From an optimization exercise on the open Yosys and OpenROAD flow, aimed at small area and a short achievable clock period; shortcuts taken in it are not production practice. RTL that was checked went through simulation tests only; none was proved equivalent to the original. The RTL of run 3 was laid out without a check of its function.

### design.v
module caesar_cipher (
   input            clk
  ,input            rst_n
  ,input            ptxt_valid  
  ,input            mode  
  ,input            key_shift_dir_1  
  ,input            key_shift_dir_3  
  ,input      [4:0] key_shift_num_1  
  ,input      [4:0] key_shift_num_3  
  ,input      [7:0] ptxt_char
  ,output reg [7:0] ctxt_char
  ,output reg       err_invalid_key_shift_num
  ,output reg       err_invalid_ptxt_char
  ,output reg       ctx_ready
);
  localparam NUL_CHAR = 8'h00;
  localparam UPPERCASE_A_CHAR = 8'h41;
  localparam UPPERCASE_Z_CHAR = 8'h5A;
  localparam LOWERCASE_A_CHAR = 8'h61;
  localparam LOWERCASE_Z_CHAR = 8'h7A;
  wire       ptxt_char_is_uppercase_letter;
  wire       ptxt_char_is_lowercase_letter;
  wire       ptxt_char_is_letter;
  wire	     err_invalid_key_shift_num_wire;
  wire 	     err_invalid_ptxt_char_wire;
  wire  [4:0] key_shift_num_x;  
  reg  [7:0] sub_letter;
  assign err_invalid_key_shift_num_wire = key_shift_num_1 > 26 || key_shift_num_3 > 26 || key_shift_num_1==key_shift_num_3;
  assign ptxt_char_is_uppercase_letter = (ptxt_char >= UPPERCASE_A_CHAR) &&
                                         (ptxt_char <= UPPERCASE_Z_CHAR);
  assign ptxt_char_is_lowercase_letter = (ptxt_char >= LOWERCASE_A_CHAR) &&
                                         (ptxt_char <= LOWERCASE_Z_CHAR);
  assign ptxt_char_is_letter = ptxt_char_is_uppercase_letter ||
                               ptxt_char_is_lowercase_letter;
  assign err_invalid_ptxt_char_wire = !ptxt_char_is_letter;
  assign key_shift_num_x = (key_shift_num_1 + key_shift_num_3) < 27 ?  (key_shift_num_1 + key_shift_num_3) :  (key_shift_num_1 + key_shift_num_3)  -  5'b11011;
  always @ (*)
    if(!mode) begin  
        if(!key_shift_dir_1 && !key_shift_dir_3) begin
            sub_letter = ptxt_char + {3'b000, key_shift_num_1} + {3'b000, key_shift_num_x} + {3'b000, key_shift_num_3};
            if(ptxt_char_is_uppercase_letter && (sub_letter > UPPERCASE_Z_CHAR))begin
                sub_letter -= 8'h1A;
				if(sub_letter > UPPERCASE_Z_CHAR)begin
					sub_letter -= 8'h1A;
					if(sub_letter > UPPERCASE_Z_CHAR)
						sub_letter -= 8'h1A;
						else 
							sub_letter = sub_letter;
				end
				else 
					sub_letter = sub_letter;
			end 
			else sub_letter = sub_letter;
            if(ptxt_char_is_lowercase_letter && (sub_letter > LOWERCASE_Z_CHAR))begin
                sub_letter -= 8'h1A;
				 if(sub_letter > LOWERCASE_Z_CHAR)begin
					sub_letter -= 8'h1A;
					if(sub_letter > LOWERCASE_Z_CHAR)
						sub_letter -= 8'h1A;
					else 
						sub_letter = sub_letter;
				end
				 else 
					sub_letter = sub_letter;
			end
			else
				sub_letter = sub_letter;
        end
        else if(!key_shift_dir_1 && key_shift_dir_3) begin
            sub_letter = ptxt_char + {3'b000, key_shift_num_1} - {3'b000, key_shift_num_x} - {3'b000, key_shift_num_3};
            if(ptxt_char_is_uppercase_letter && (sub_letter > UPPERCASE_Z_CHAR))begin
                sub_letter -= 8'h1A;
                if(sub_letter > UPPERCASE_Z_CHAR)
                    sub_letter -= 8'h1A;
                else
                    sub_letter = sub_letter;
            end
            else if(ptxt_char_is_lowercase_letter && (sub_letter > LOWERCASE_Z_CHAR))begin
                sub_letter -= 8'h1A;
                if(sub_letter > LOWERCASE_Z_CHAR)
                    sub_letter -= 8'h1A;
                else
                    sub_letter = sub_letter;
            end
            else if(ptxt_char_is_uppercase_letter && (sub_letter < UPPERCASE_A_CHAR)) begin
                sub_letter += 8'h1A;
                if(sub_letter < UPPERCASE_A_CHAR)
                    sub_letter += 8'h1A;
                else
                    sub_letter = sub_letter;
            end
            else if(ptxt_char_is_lowercase_letter && (sub_letter < LOWERCASE_A_CHAR))begin
                sub_letter += 8'h1A;
                if(sub_letter < LOWERCASE_A_CHAR)
                    sub_letter += 8'h1A;
                else
                    sub_letter = sub_letter;
			end
			else 
				sub_letter = sub_letter;
        end
        else if(key_shift_dir_1 && !key_shift_dir_3) begin
            sub_letter = ptxt_char - {3'b000, key_shift_num_1} - {3'b000, key_shift_num_x} + {3'b000, key_shift_num_3};
            if(ptxt_char_is_uppercase_letter && (sub_letter > UPPERCASE_Z_CHAR))begin
                sub_letter -= 8'h1A;
                if(sub_letter > UPPERCASE_Z_CHAR)
                    sub_letter -= 8'h1A;
                else
                    sub_letter = sub_letter;
            end
            else if(ptxt_char_is_lowercase_letter && (sub_letter > LOWERCASE_Z_CHAR))begin
                sub_letter -= 8'h1A;
                if(sub_letter > LOWERCASE_Z_CHAR)
                    sub_letter -= 8'h1A;
                else
                    sub_letter = sub_letter;
            end
            else if(ptxt_char_is_uppercase_letter && (sub_letter < UPPERCASE_A_CHAR))begin
                sub_letter += 8'h1A;
                if(sub_letter < UPPERCASE_A_CHAR)
                    sub_letter += 8'h1A;
                else
                    sub_letter = sub_letter;
            end
            else if(ptxt_char_is_lowercase_letter && (sub_letter < LOWERCASE_A_CHAR))begin
                sub_letter += 8'h1A;
                if(sub_letter < LOWERCASE_A_CHAR)
                    sub_letter += 8'h1A;
                else
                    sub_letter = sub_letter;
            end
			else 
				sub_letter = sub_letter;
        end
		else if(key_shift_dir_1 && key_shift_dir_3) begin
            sub_letter = ptxt_char - {3'b000, key_shift_num_1} + {3'b000, key_shift_num_x} - {3'b000, key_shift_num_3};
            if(ptxt_char_is_uppercase_letter && (sub_letter < UPPERCASE_A_CHAR))begin
                sub_letter += 8'h1A;
				 if((sub_letter < UPPERCASE_A_CHAR))
					sub_letter += 8'h1A;
				else
					sub_letter = sub_letter;
			end
			else
				sub_letter = sub_letter;
            if(ptxt_char_is_lowercase_letter && (sub_letter < LOWERCASE_A_CHAR))begin
                sub_letter += 8'h1A;
				  if((sub_letter < LOWERCASE_A_CHAR))
					sub_letter += 8'h1A;
				  else
					sub_letter = sub_letter;
			end
			else
				sub_letter = sub_letter;
        end
		else
			sub_letter = NUL_CHAR;
    end
    else begin  
        if(!key_shift_dir_1 && !key_shift_dir_3) begin
            sub_letter = ptxt_char - {3'b000, key_shift_num_1} - {3'b000, key_shift_num_x} - {3'b000, key_shift_num_3};
            if(ptxt_char_is_uppercase_letter && (sub_letter < UPPERCASE_A_CHAR || sub_letter > 200))begin
                sub_letter += 8'h1A;
				 if(sub_letter < UPPERCASE_A_CHAR  || sub_letter > 200)begin
					sub_letter += 8'h1A;
					if(sub_letter < UPPERCASE_A_CHAR  || sub_letter > 200 )
						sub_letter += 8'h1A;
					else
						sub_letter = sub_letter;
				end
				else
					sub_letter = sub_letter;
			end
			else
				sub_letter = sub_letter;
            if(ptxt_char_is_lowercase_letter && (sub_letter < LOWERCASE_A_CHAR))begin
                sub_letter += 8'h1A;
				if(sub_letter < LOWERCASE_A_CHAR)begin
					sub_letter += 8'h1A;
					if(sub_letter < LOWERCASE_A_CHAR)
						sub_letter += 8'h1A;
					else
						sub_letter = sub_letter;
				end
				else
					sub_letter = sub_letter;
			end
			else
				sub_letter = sub_letter;			
        end
        else if(!key_shift_dir_1 && key_shift_dir_3) begin
            sub_letter = ptxt_char - {3'b000, key_shift_num_1} + {3'b000, key_shift_num_x} + {3'b000, key_shift_num_3};
            if(ptxt_char_is_uppercase_letter && (sub_letter > UPPERCASE_Z_CHAR))begin
                sub_letter -= 8'h1A;
                if(sub_letter > UPPERCASE_Z_CHAR)
                    sub_letter -= 8'h1A;
                else
                    sub_letter = sub_letter;
            end
            else if(ptxt_char_is_lowercase_letter && (sub_letter > LOWERCASE_Z_CHAR))begin
                sub_letter -= 8'h1A;
                if(sub_letter > LOWERCASE_Z_CHAR)
                    sub_letter -= 8'h1A;
                else
                    sub_letter = sub_letter;
            end
            else if(ptxt_char_is_uppercase_letter && (sub_letter < UPPERCASE_A_CHAR))begin
                sub_letter += 8'h1A;
                if(sub_letter < UPPERCASE_A_CHAR)
                    sub_letter += 8'h1A;
                else
                    sub_letter = sub_letter;
            end
            else if(ptxt_char_is_lowercase_letter && (sub_letter < LOWERCASE_A_CHAR))begin
                sub_letter += 8'h1A;
                if(sub_letter < LOWERCASE_A_CHAR)
                    sub_letter += 8'h1A;
                else
                    sub_letter = sub_letter;
            end
			else
				sub_letter = sub_letter;
        end
        else if(key_shift_dir_1 && !key_shift_dir_3) begin
            sub_letter = ptxt_char + {3'b000, key_shift_num_1} + {3'b000, key_shift_num_x} - {3'b000, key_shift_num_3};
            if(ptxt_char_is_uppercase_letter && (sub_letter > UPPERCASE_Z_CHAR))begin
                sub_letter -= 8'h1A;
                if(sub_letter > UPPERCASE_Z_CHAR)
                    sub_letter -= 8'h1A;
                else
                    sub_letter = sub_letter;
            end
            else if(ptxt_char_is_lowercase_letter && (sub_letter > LOWERCASE_Z_CHAR))begin
                sub_letter -= 8'h1A;
                if(sub_letter > LOWERCASE_Z_CHAR)
                    sub_letter -= 8'h1A;
                else
                    sub_letter = sub_letter;
            end
            else if(ptxt_char_is_uppercase_letter && (sub_letter < UPPERCASE_A_CHAR))begin
                sub_letter += 8'h1A;
                if(sub_letter < UPPERCASE_A_CHAR)
                    sub_letter += 8'h1A;
                else
                    sub_letter = sub_letter;
            end
            else if(ptxt_char_is_lowercase_letter && (sub_letter < LOWERCASE_A_CHAR))begin
                sub_letter += 8'h1A;
                if(sub_letter < LOWERCASE_A_CHAR)
                    sub_letter += 8'h1A;
                else
                    sub_letter = sub_letter;
            end
			else
				sub_letter = sub_letter;
        end
        else if(key_shift_dir_1 && key_shift_dir_3) begin
            sub_letter = ptxt_char + {3'b000, key_shift_num_1} - {3'b000, key_shift_num_x} + {3'b000, key_shift_num_3};
             if(ptxt_char_is_uppercase_letter && (sub_letter > UPPERCASE_Z_CHAR))begin
                sub_letter -= 8'h1A;
				if((sub_letter > UPPERCASE_Z_CHAR))
					sub_letter -= 8'h1A;
				else
					sub_letter = sub_letter;
			end
			else
				sub_letter = sub_letter;
            if(ptxt_char_is_lowercase_letter && (sub_letter > LOWERCASE_Z_CHAR))begin
                sub_letter -= 8'h1A;
				 if((sub_letter > LOWERCASE_Z_CHAR))
					sub_letter -= 8'h1A;
				 else
					sub_letter = sub_letter;
			end
			else
				sub_letter = sub_letter;
        end
		else
			sub_letter = NUL_CHAR;
    end
  always @ (posedge clk or negedge rst_n)
    if(!rst_n)begin
      ctx_ready <= 1'b0;
      ctxt_char <= NUL_CHAR;
      err_invalid_key_shift_num <= 1'b0;
	  err_invalid_ptxt_char <=1'b0;
	  end
    else if(err_invalid_ptxt_char_wire || err_invalid_key_shift_num_wire || !ptxt_valid) begin
      ctx_ready <= 1'b0;
      ctxt_char <= NUL_CHAR;
	  err_invalid_key_shift_num <= 1'b1;
	  err_invalid_ptxt_char <=1'b1;
	  end
    else begin
      ctx_ready <= 1'b1;
      ctxt_char <= sub_letter;
	  err_invalid_key_shift_num <= 1'b0;
	  err_invalid_ptxt_char <=1'b0;
	  end
endmodule
### run.sh
#!/bin/bash
# synth_recipe.tcl (not shown) runs the flow's synth.tcl, then flattens the netlist and writes it again
# the make line also repeats each setting of config.mk as NAME=value (left out here)
make -C /OpenROAD-flow-scripts/flow DESIGN_CONFIG=/design/flow/config.mk WORK_HOME=/design/flow/orfs CLKGATE_MAP_FILE= SYNTH_SCRIPT=/design/flow/synth_recipe.tcl finish
### config.mk
export PLATFORM = sky130hd
export DESIGN_NAME = caesar_cipher
export DESIGN_NICKNAME = caesar_cipher
export VERILOG_FILES = /design/flow/design.v
export SDC_FILE = /design/flow/constraint.sdc
export NUM_CORES = 4
export LEC_CHECK = 0
export CAP_MARGIN = 20
export CORE_MARGIN = 2
export CORE_UTILIZATION = 40
export SLEW_MARGIN = 20
### constraint.sdc
create_clock -name core_clock -period 14.0 [get_ports {clk}]
set_input_delay 2.8000 -clock core_clock [delete_from_list [all_inputs] [get_ports {clk}]]
set_output_delay 2.8000 -clock core_clock [all_outputs]
set_load 0.01 [all_outputs]
==> results of run 1 <==
==> layer usage <==
metal / vias up / global-route usage [%] / share of wire (%)
met2: 758 / 44.6 / 46
met4: 0 / 7.30 / 3.2
met1: 8403 / 36.4 / 44
met3: 104 / 1.93 / 7.0
li1: 8544 / - / -
met5: - / 0 / 0
==> sequential cells by signal, indices dropped and copies added (netlist names) <==
| signal | cells |
|---|---|
| ctxt_char | 8 |
| ctx_ready | 1 |
| err_invalid_ptxt_char | 1 |
==> synth_stat cells (19+ instances only) <==
cell | number | area share (%)
and2_1 | 30 | 1.2
nor4_1 | 25 | 0.99
nor2b_1 | 36 | 1.4
nand4_1 | 21 | 0.83
o21bai_1 | 20 | 0.95
or3_1 | 24 | 0.95
a31oi_1 | 28 | 1.1
o21a_1 | 24 | 1.1
ha_1 | 170 | 13
a211o_1 | 19 | 1.1
xnor2_1 | 142 | 7.9
nor2_1 | 228 | 5.4
o211ai_1 | 36 | 1.7
nand2_1 | 225 | 5.3
nand3_1 | 73 | 2.3
nand2b_1 | 22 | 0.87
a21oi_1 | 174 | 5.5
and3_1 | 26 | 1.0
mux2i_1 | 44 | 2.8
xor2_1 | 44 | 2.4
clkbuf_1 | 58 | 1.4
nor3_1 | 78 | 2.5
inv_1 | 128 | 3.0
or2_2 | 19 | 0.75
a21o_1 | 30 | 1.4
o21ai_0 | 137 | 4.3
a211oi_1 | 38 | 1.8
==> worst max-delay path: cells and delay by family <==
| family | cells | cell delay [ns] |
|---|---|---|
| AND/OR/NAND/NOR | 11 | 2.73 |
| buffers and inverters | 3 | 0.79 |
| AO/OA/AOI/OAI | 16 | 4.07 |
| adder cells (fa/ha/maj) | 5 | 1.94 |
| multiplexers | 2 | 0.47 |
| XOR/XNOR | 3 | 0.68 |
==> per-stage QoR <==
step	area, um2	utilization [%]	hold slack (ns)	setup WS [ns]
after floorplan	15800	-	2.50	1.29
after global placement	16800	43.3	3.16	0.477
after detailed placement	16800	43.3	3.17	0.241
after CTS	16900	43.5	2.92	0.448
after global routing	17000	43.7	2.94	0.0122
final	17000	43.7	2.90	0.671
==> cell type report <==
cell class | instances | share of cell area [%]
Inverter | 131 | 2.90
Multi-Input combinational cell | 2071 | 86.5
Sequential cell | 10 | 1.47
Timing Repair Buffer | 96 | 4.76
Clock buffer | 4 | 0.523
Tap cell | 518 | 3.82
==> what timing repair did <==
item,4_1_cts,5_1_grt
endpoints found under the setup margin,0,7
setup buffers,0,2
endpoints found under the hold margin,0,0
gates resized for setup,0,9
==> kinds of logic (layout without fill, tap and decap cells) <==
| family | after synthesis | in the layout | share of synthesized area [%] |
|---|---|---|---|
| AOI/OAI and AO/OA | 750 | 750 | 33.6 |
| xor gates and xnor gates | 199 | 199 | 12.1 |
| adders and majority gates | 187 | 187 | 15.5 |
| buffers and inverters | 221 | 231 | 5.79 |
| DFF | 10 | 10 | 1.58 |
| muxes | 56 | 56 | 3.87 |
| and+or+nand+nor | 879 | 879 | 27.6 |
==> final timing paths <==
check                      cells past startpoint                    end                from  slack [ns]
max                                           40           ctxt_char[1]  key_shift_num_1[0]        0.67
max in group asynchronous                      1           ctxt_char[7]               rst_n       10.75
min                                            1  err_invalid_ptxt_char               rst_n        2.90
min in group core_clock                        4           ctxt_char[6]     key_shift_dir_1        3.49
==> impl_metrics.tcl, run 1 <==
set metrics [dict create \
    outcome "timing/DRC/antenna clean" \
    async_reset_ff_share_pct 100 \
    dieArea_um2 41100 \
    worstSetupPathType "in2reg" \
    final_cells 2830 \
    syn-num-nets 2511 \
    rsz0062_at_grt "false" \
    worst_ep_required_time_ns 14.14 \
    synth_ff_type "dfrtp_1" \
    io_pins 35 \
    htree_levels 1 \
    grt_usage_pct 26.5 \
    clockBufferDepth 2 \
    yosysUniqueCellTypes 129 \
    fin_crit_sh_pct 95.2 \
    synthCells 2302 \
    core_area_um2 38800 \
    place.gp.congestion 0.998 \
    drt_first_pass_iters 6 \
    root_buffer "clkbuf_16" \
    maxCapViolations 0 \
    critPathMaxStageDelay_ns 0.64 \
    drv_slew 0 \
    cts_inserted_buffers 3 \
    critPathSlowestCell "o21ai_0" \
    detail-route-antenna-nets 0 \
    antenna_found_initial 0 \
    start_kind "primary input" \
    diodes 0 \
    drt-vias-per-instance 6.29 \
    gr-total-overflow 0 \
    crit_path_end_kind "flop" \
    ys_ff_latch 10 \
    final_cell_mix "nor2_1, nand2_1, a21oi_1, ha_1, xnor2_1" \
    synth_edf_count 0 \
    setup_viol 0 \
    grt_pass1_wl_um 89200 \
    finalSetupTns_ns 0 \
    dp_hpwl_um 46100 \
    critical_path_arrival_ns 13.47 \
    layout.nets 2522 \
    layout_commonest_cell "nor2_1" \
    initial_core_util_pct 40.7 \
    wl_per_cell_um 20.0 \
    clock-sinks 10 \
    via_count 17800 \
    worst-path-max-fanout 10 \
    fp.dieW_um 203 \
    area_growth_pct 7.50 \
    synth_area_um2 15800 \
    portBuffers 34 \
    hold_path.class "in2async" \
    seq_area_um2 250 \
    dp_cells 2824 \
    die_y_um 203 \
    cts_tree "built" \
    yosysWarnings 1 \
    hold_viol 0 \
    initialDrtViolationCount 1642 \
    synth_seq_area_share_pct 1.58 \
    grt_pass1_vias 16200 \
    fmax_mhz 75.0 \
    drive_above_1_share_pct 8.13 \
    clkTransAtPathRegs_ns 0.05 \
    num-fill-cells 4055 \
    layout_min_cycle_time_ns 13.33 \
    rows 72 \
    cp_common_cell "ha_1" \
    worstMarginPinSlew_ns 1.15 \
    drc 0 \
    slew-limit-headroom_pct 22.6 \
    multiInputGateArea_um2 14700 \
    wl_um 56700 \
    syn_area_per_cell_um2 6.86 \
    grt_max_degree 33 \
    ctsHoldBuffers 0 \
]
==> run 2, diff against run 1 <==
==> design.v (replaced) <==
module caesar_cipher (
   input            clk
  ,input            rst_n
  ,input            ptxt_valid
  ,input            mode
  ,input            key_shift_dir_1
  ,input            key_shift_dir_3
  ,input      [4:0] key_shift_num_1
  ,input      [4:0] key_shift_num_3
  ,input      [7:0] ptxt_char
  ,output reg [7:0] ctxt_char
  ,output reg       err_invalid_key_shift_num
  ,output reg       err_invalid_ptxt_char
  ,output reg       ctx_ready
);
  wire [4:0] k1 = key_shift_num_1;
  wire [4:0] k3 = key_shift_num_3;
  wire [4:0] p  = ptxt_char[4:0];
  wire letter = (ptxt_char[7:6] == 2'b01) && (p != 5'd0) && (p <= 5'd26);
  wire ok = ptxt_valid && letter && (k1 <= 5'd26) && (k3 <= 5'd26) && (k1 != k3);
  wire w = ({1'b0,k1} + {1'b0,k3}) >= 6'd27;
  wire [5:0] y = (key_shift_dir_3 ? 6'd0 : {1'b0,k1}) + (key_shift_dir_1 ? 6'd0 : {1'b0,k3});
  wire [7:0] v = {1'b0,y,1'b0} - {7'd0,w};
  wire [4:0] vm = (v[7]) ? 5'd25 : (v % 8'd26);
  wire sg = mode ^ key_shift_dir_1 ^ key_shift_dir_3;
  wire [4:0] t = (sg && vm != 0) ? 5'd26 - vm : vm;
  wire [5:0] c = {1'b0,p} + {1'b0,t};
  wire [4:0] r = (c > 6'd26) ? c - 6'd26 : c[4:0];
  always @(posedge clk or negedge rst_n)
    if (!rst_n) begin
      ctx_ready <= 1'b0; ctxt_char <= 8'h00;
      err_invalid_key_shift_num <= 1'b0; err_invalid_ptxt_char <= 1'b0;
    end else if (!ok) begin
      ctx_ready <= 1'b0; ctxt_char <= 8'h00;
      err_invalid_key_shift_num <= 1'b1; err_invalid_ptxt_char <= 1'b1;
    end else begin
      ctx_ready <= 1'b1; ctxt_char <= {2'b01, ptxt_char[5], r};
      err_invalid_key_shift_num <= 1'b0; err_invalid_ptxt_char <= 1'b0;
    end
endmodule
==> run 2 against run 1 <==
- still clean
- cell count decreased by 87%
- hold slack got worse by 0.061 ns
- setup slack improved by 3.3 ns
- design area decreased by 85%
- via count decreased by 89%
- utilization increased by 5.7 points
- synthesized cell count decreased by 89%
- critical path type unchanged
==> impl_metrics.tcl, run 2 <==
set metrics [dict create \
    outcome "timing/DRC/antenna clean" \
    root_buffer "clkbuf_8" \
    synth_top_family_by_area "compound AO/OA/AOI/OAI gates" \
    layout_min_cycle_time_ns 10.07 \
    drt-vias-per-instance 5.50 \
    fin_util_pct 49.4 \
    final_cell_area_um2 2510 \
    grt_pass1_vias 1900 \
    start_kind "primary input" \
    initial_core_util_pct 41.1 \
    cts_resized 0 \
    num-fill-cells 526 \
    layout.nets 338 \
    yosys.area_share.xor_xnor_pct 9.65 \
    clkTransAtPathRegs_ns 0.04 \
    critPathBufInv 2 \
    critPathMaxStageDelay_ns 0.65 \
    worst-path-max-fanout 10 \
    critical_path_arrival_ns 10.18 \
    muxShareOfSynthArea_pct 2.04 \
    worstMarginPinSlew_ns 0.779 \
    synth_edf_count 0 \
    synth-simple-area-share_pct 23.9 \
    dp_hpwl_um 4110 \
    syn_area_per_cell_um2 8.09 \
    cts_setup_buffers 0 \
    synth_seq_area_share_pct 9.59 \
    seq_area_um2 200 \
    wl_um 4910 \
    cts_inserted_buffers 3 \
    fmax_mhz 99.3 \
    die_y_um 76.3 \
    via_count 1975 \
    setup_viol 0 \
    place.gp.congestion 0.825 \
    final_cell_mix "clkdlybuf4s50_1, nor2_1, ha_1, inv_1" \
    path_depth 29 \
    fp.dieW_um 76.3 \
    placed_area_um2 2470 \
    cts_tree "built" \
    hold_viol 0 \
    synth_top_area_cell "ha_1" \
    clock-sinks 8 \
    core_area_um2 5070 \
    synth_top_area_share_pct 12.0 \
    pre_cts_slack_ns 3.72 \
    synthCells 258 \
    finalSetupTns_ns 0 \
    synth_compound_area_share_pct 34.7 \
    largest_register_ffs 7 \
    area_growth_pct 20.1 \
    slew-limit-headroom_pct 47.9 \
    yosysMostFrequentCell "nor2_1" \
    htree_levels 1 \
    fin_crit_sh_pct 71.9 \
    worstSetupPathType "in2reg" \
    rows 26 \
    yosysWarnings 1 \
    ys_top_cells_by_count "nor2_1, ha_1, inv_1" \
    dieArea_um2 5810 \
    yosysUniqueCellTypes 70 \
    syn-num-nets 305 \
    hold_path.class "in2async" \
    antenna_found_initial 0 \
    synth_ff_type "dfrtp_1" \
    grt_usage_pct 17.1 \
    critPathSlowestCell "xor2_1" \
    wl_per_cell_um 13.7 \
    top_register "ctxt_char" \
    grt_pass1_wl_um 8520 \
    drv_slew 0 \
    drc 0 \
    rsz0062_at_grt "false" \
    finalWorstSetupSlack_ns 3.93 \
    crit_family "compound AO/OA/AOI/OAI gates" \
    synth_area_um2 2090 \
    ctsHoldBuffers 0 \
    io_pins 35 \
    drt_first_pass_iters 4 \
    clockBufferDepth 2 \
    grt_max_degree 11 \
    crit_path_end_kind "flop" \
    ys_top_cells_by_area "ha_1, dfrtp_1, xnor2_1, nor2_1, a21o_1" \
    ys_ff_latch 8 \
    async_reset_ff_share_pct 100 \
    initialDrtViolationCount 89 \
    critPathLaunch "key_shift_num_1[0]" \
    synth_fa_ha_area_share_pct 14.9 \
    multiInputGateArea_um2 1780 \
    worst_ep_required_time_ns 14.11 \
    layout_commonest_cell "clkdlybuf4s50_1" \
    portBuffers 33 \
    diodes 0 \
    largestRegisters "ctxt_char: 7 flops, err_invalid_ptxt_char: 1 flops" \
    maxCapViolations 0 \
    detail-route-antenna-nets 0 \
    drive_above_1_share_pct 9.34 \
    gr-total-overflow 0 \
]
==> run 2: cell count changes after synthesis, moves of 127 or more <==
cell	delta
a21oi_1	-159
nand2_1	-212
o21ai_0	-135
xnor2_1	-127
ha_1	-150
nor2_1	-203
==> run 2: how the worst max path moves through the flow <==
stage	endpoint
finish	ctxt_char[4]
global route	ctxt_char[4]
CTS	ctxt_char[4]
detailed placement	ctxt_char[4]
global placement	ctxt_char[4]
floorplan	ctxt_char[4]
==> run 2: layout make-up <==
class / instances / share of cell area (%)
Multi-Input combinational cell: 227 / 71.0
Timing Repair Buffer: 33 / 13.2
Sequential cell: 8 / 7.98
Tap cell: 70 / 3.49
Inverter: 18 / 2.69
Clock buffer: 3 / 1.65
==> run 2: stage by stage <==
step | hold WS (ns) | instances
floorplan | 2.50 | 258
global placement | 3.09 | 356
detailed placement | 3.08 | 356
CTS | 2.85 | 359
global route | 2.87 | 359
finish | 2.84 | 359
==> run 2: kinds of logic (layout without fill, tap and decap cells) <==
group                      count (synthesis)  count (layout)
xor gates and xnor gates                  23              23
and+or+nand+nor                           94              94
DFF                                        8               8
buffers and inverters                     23              54
muxes                                      4               4
AOI/OAI and AO/OA                         82              82
adders and majority gates                 23              23
other                                      1               1
==> run 2: routing by layer <==
metal  routed length [um]  track usage [%]  vias up
li1                     -                -     1035
met1                 2390             23.2      896
met2                 2280             30.0       40
met3                  192            0.829        4
met4                   42             4.18        0
met5                    0                0        -
==> run 3, diff against run 2 <==
--- a/design.v
+++ b/design.v
@@ -20,10 +20,17 @@
   wire ok = ptxt_valid && letter && (k1 <= 5'd26) && (k3 <= 5'd26) && (k1 != k3);
-  wire w = ({1'b0,k1} + {1'b0,k3}) >= 6'd27;
-  wire [5:0] y = (key_shift_dir_3 ? 6'd0 : {1'b0,k1}) + (key_shift_dir_1 ? 6'd0 : {1'b0,k3});
-  wire [7:0] v = {1'b0,y,1'b0} - {7'd0,w};
-  wire [4:0] vm = (v[7]) ? 5'd25 : (v % 8'd26);
   wire sg = mode ^ key_shift_dir_1 ^ key_shift_dir_3;
-  wire [4:0] t = (sg && vm != 0) ? 5'd26 - vm : vm;
-  wire [5:0] c = {1'b0,p} + {1'b0,t};
-  wire [4:0] r = (c > 6'd26) ? c - 6'd26 : c[4:0];
+  wire w  = ({1'b0,k1} + {1'b0,k3}) >= 6'd27;
+  function [3:0] kres(input [4:0] k, input gate, input neg);
+    reg [3:0] m;
+    begin
+      m = gate ? 4'd0 : (k >= 5'd26) ? 4'd0 : (k >= 5'd13) ? k - 5'd13 : k[3:0];
+      kres = (neg && m != 4'd0) ? 4'd13 - m : m;
+    end
+  endfunction
+  wire [3:0] a = kres(k1, key_shift_dir_3, sg);
+  wire [3:0] b = kres(k3, key_shift_dir_1, sg);
+  wire [5:0] ab = {2'b0,a} + {2'b0,b} - {5'd0, w & ~sg};
+  wire [3:0] th = ab[5] ? ab[3:0] + 4'd13 : (ab >= 6'd13) ? ab[3:0] - 4'd13 : ab[3:0];
+  wire [5:0] x = {1'b0,p} + {1'b0,th,w};
+  wire [4:0] r = (x > 6'd26) ? x[4:0] + 5'd6 : x[4:0];
   always @(posedge clk or negedge rst_n)
==> flow/run.sh (new file) <==
#!/bin/bash
# Own layout flow: the standard ORFS flow, with two changes:
#  - synthesis maps the logic with an area-oriented ABC script (flow/abc_area.script)
#    instead of ORFS's, everything else in synthesis unchanged (same registers, names, cells);
#  - port buffers are sky130_fd_sc_hd__buf_1 (every input and output port still gets one).
set -euo pipefail
W=$(pwd)
cp flow/abc_area.script "$W/my_abc.script"

# Synthesis script: synth_recipe.tcl, with yosys's abc command wrapped so that it uses our script.
{
  cat <<TCL
rename abc my_yosys_abc
proc abc {args} {
  set i [lsearch -exact \$args -script]
  if {\$i >= 0} { lset args [expr {\$i + 1}] $W/my_abc.script }
  set j [lsearch -exact \$args -D]
  if {\$j >= 0} { lset args [expr {\$j + 1}] 14000 }
  my_yosys_abc {*}\$args
}
TCL
  cat synth_recipe.tcl
} > my_synth.tcl

echo "export BUFFER_PORTS_ARGS = -buffer_cell sky130_fd_sc_hd__buf_1" >> config.mk

sed "s#SYNTH_SCRIPT=[^ ]*#SYNTH_SCRIPT=$W/my_synth.tcl#" standard.sh > my_standard.sh
bash my_standard.sh finish > flow_make.log 2>&1
==> flow/abc_area.script (new file) <==
strash
&get -n
&fraig -x
&put
dc2
strash
&get -n
&dch -f
&nf -R 1000
&put
topo
stime -c
==> standard.sh (new file) <==
#!/bin/bash
# synth_recipe.tcl (not shown) runs the flow's synth.tcl, then flattens the netlist and writes it again
# the make line also repeats each setting of config.mk as NAME=value (left out here)
make -C /OpenROAD-flow-scripts/flow DESIGN_CONFIG=/design/flow/config.mk WORK_HOME=/design/flow/orfs CLKGATE_MAP_FILE= SYNTH_SCRIPT=/design/flow/synth_recipe.tcl "${@:-finish}"
--- a/config.mk
+++ b/config.mk
@@ -10,2 +10,4 @@
 export CORE_UTILIZATION = 40
+export CTS_BUF_LIST = sky130_fd_sc_hd__clkbuf_1 sky130_fd_sc_hd__clkbuf_2
 export SLEW_MARGIN = 20
+export BUFFER_PORTS_ARGS = -buffer_cell sky130_fd_sc_hd__buf_1
removed: run.sh
==> run 3 against run 2 <==
- the run now fails in synthesis (1_2_yosys)
==> impl_metrics.tcl, run 3 <==
set metrics [dict create \
    lastStage "synthesis (1_2_yosys)" \
    outcome "stopped before the end" \
    firstError "ERROR: TCL interpreter returned an error: can't rename \"abc\": command doesn't exist" \
    yosysWarnings 1 \
]

re-timing with driven ports:
No port has a modelled driver above. Below, the same layouts with a new extraction and two added sets of constraints.
Step 1, drivers: a clkbuf_16 drives clk and a buf_2 each remaining input, both assumed.
Step 2 moves the port delays by t, midway between the first and last clock arrival at a register: inputs arrive t later, outputs are due t later. That takes back most of the time a late clock gives input paths.
a / b / c = no drivers / after step 1 / after step 2; a / b = the first two.
| run | t, ns | setup slack, ns | clock arrival spread, ns | slew at the worst register clock pin (ns) |
|---|---|---|---|---|
| run 1 | 0.276 | 0.671 / 0.683 / 0.408 | 0.005 / 0.005 | 0.05 / 0.05 |
| run 2 | 0.243 | 3.928 / 3.927 / 3.684 | 0.002 / 0.003 | 0.04 / 0.04 |
After both steps every run listed still meets setup and hold. For run 1, which loses most, drivers alone change the setup slack by +0.012 ns; drivers and shift together by -0.263 ns.
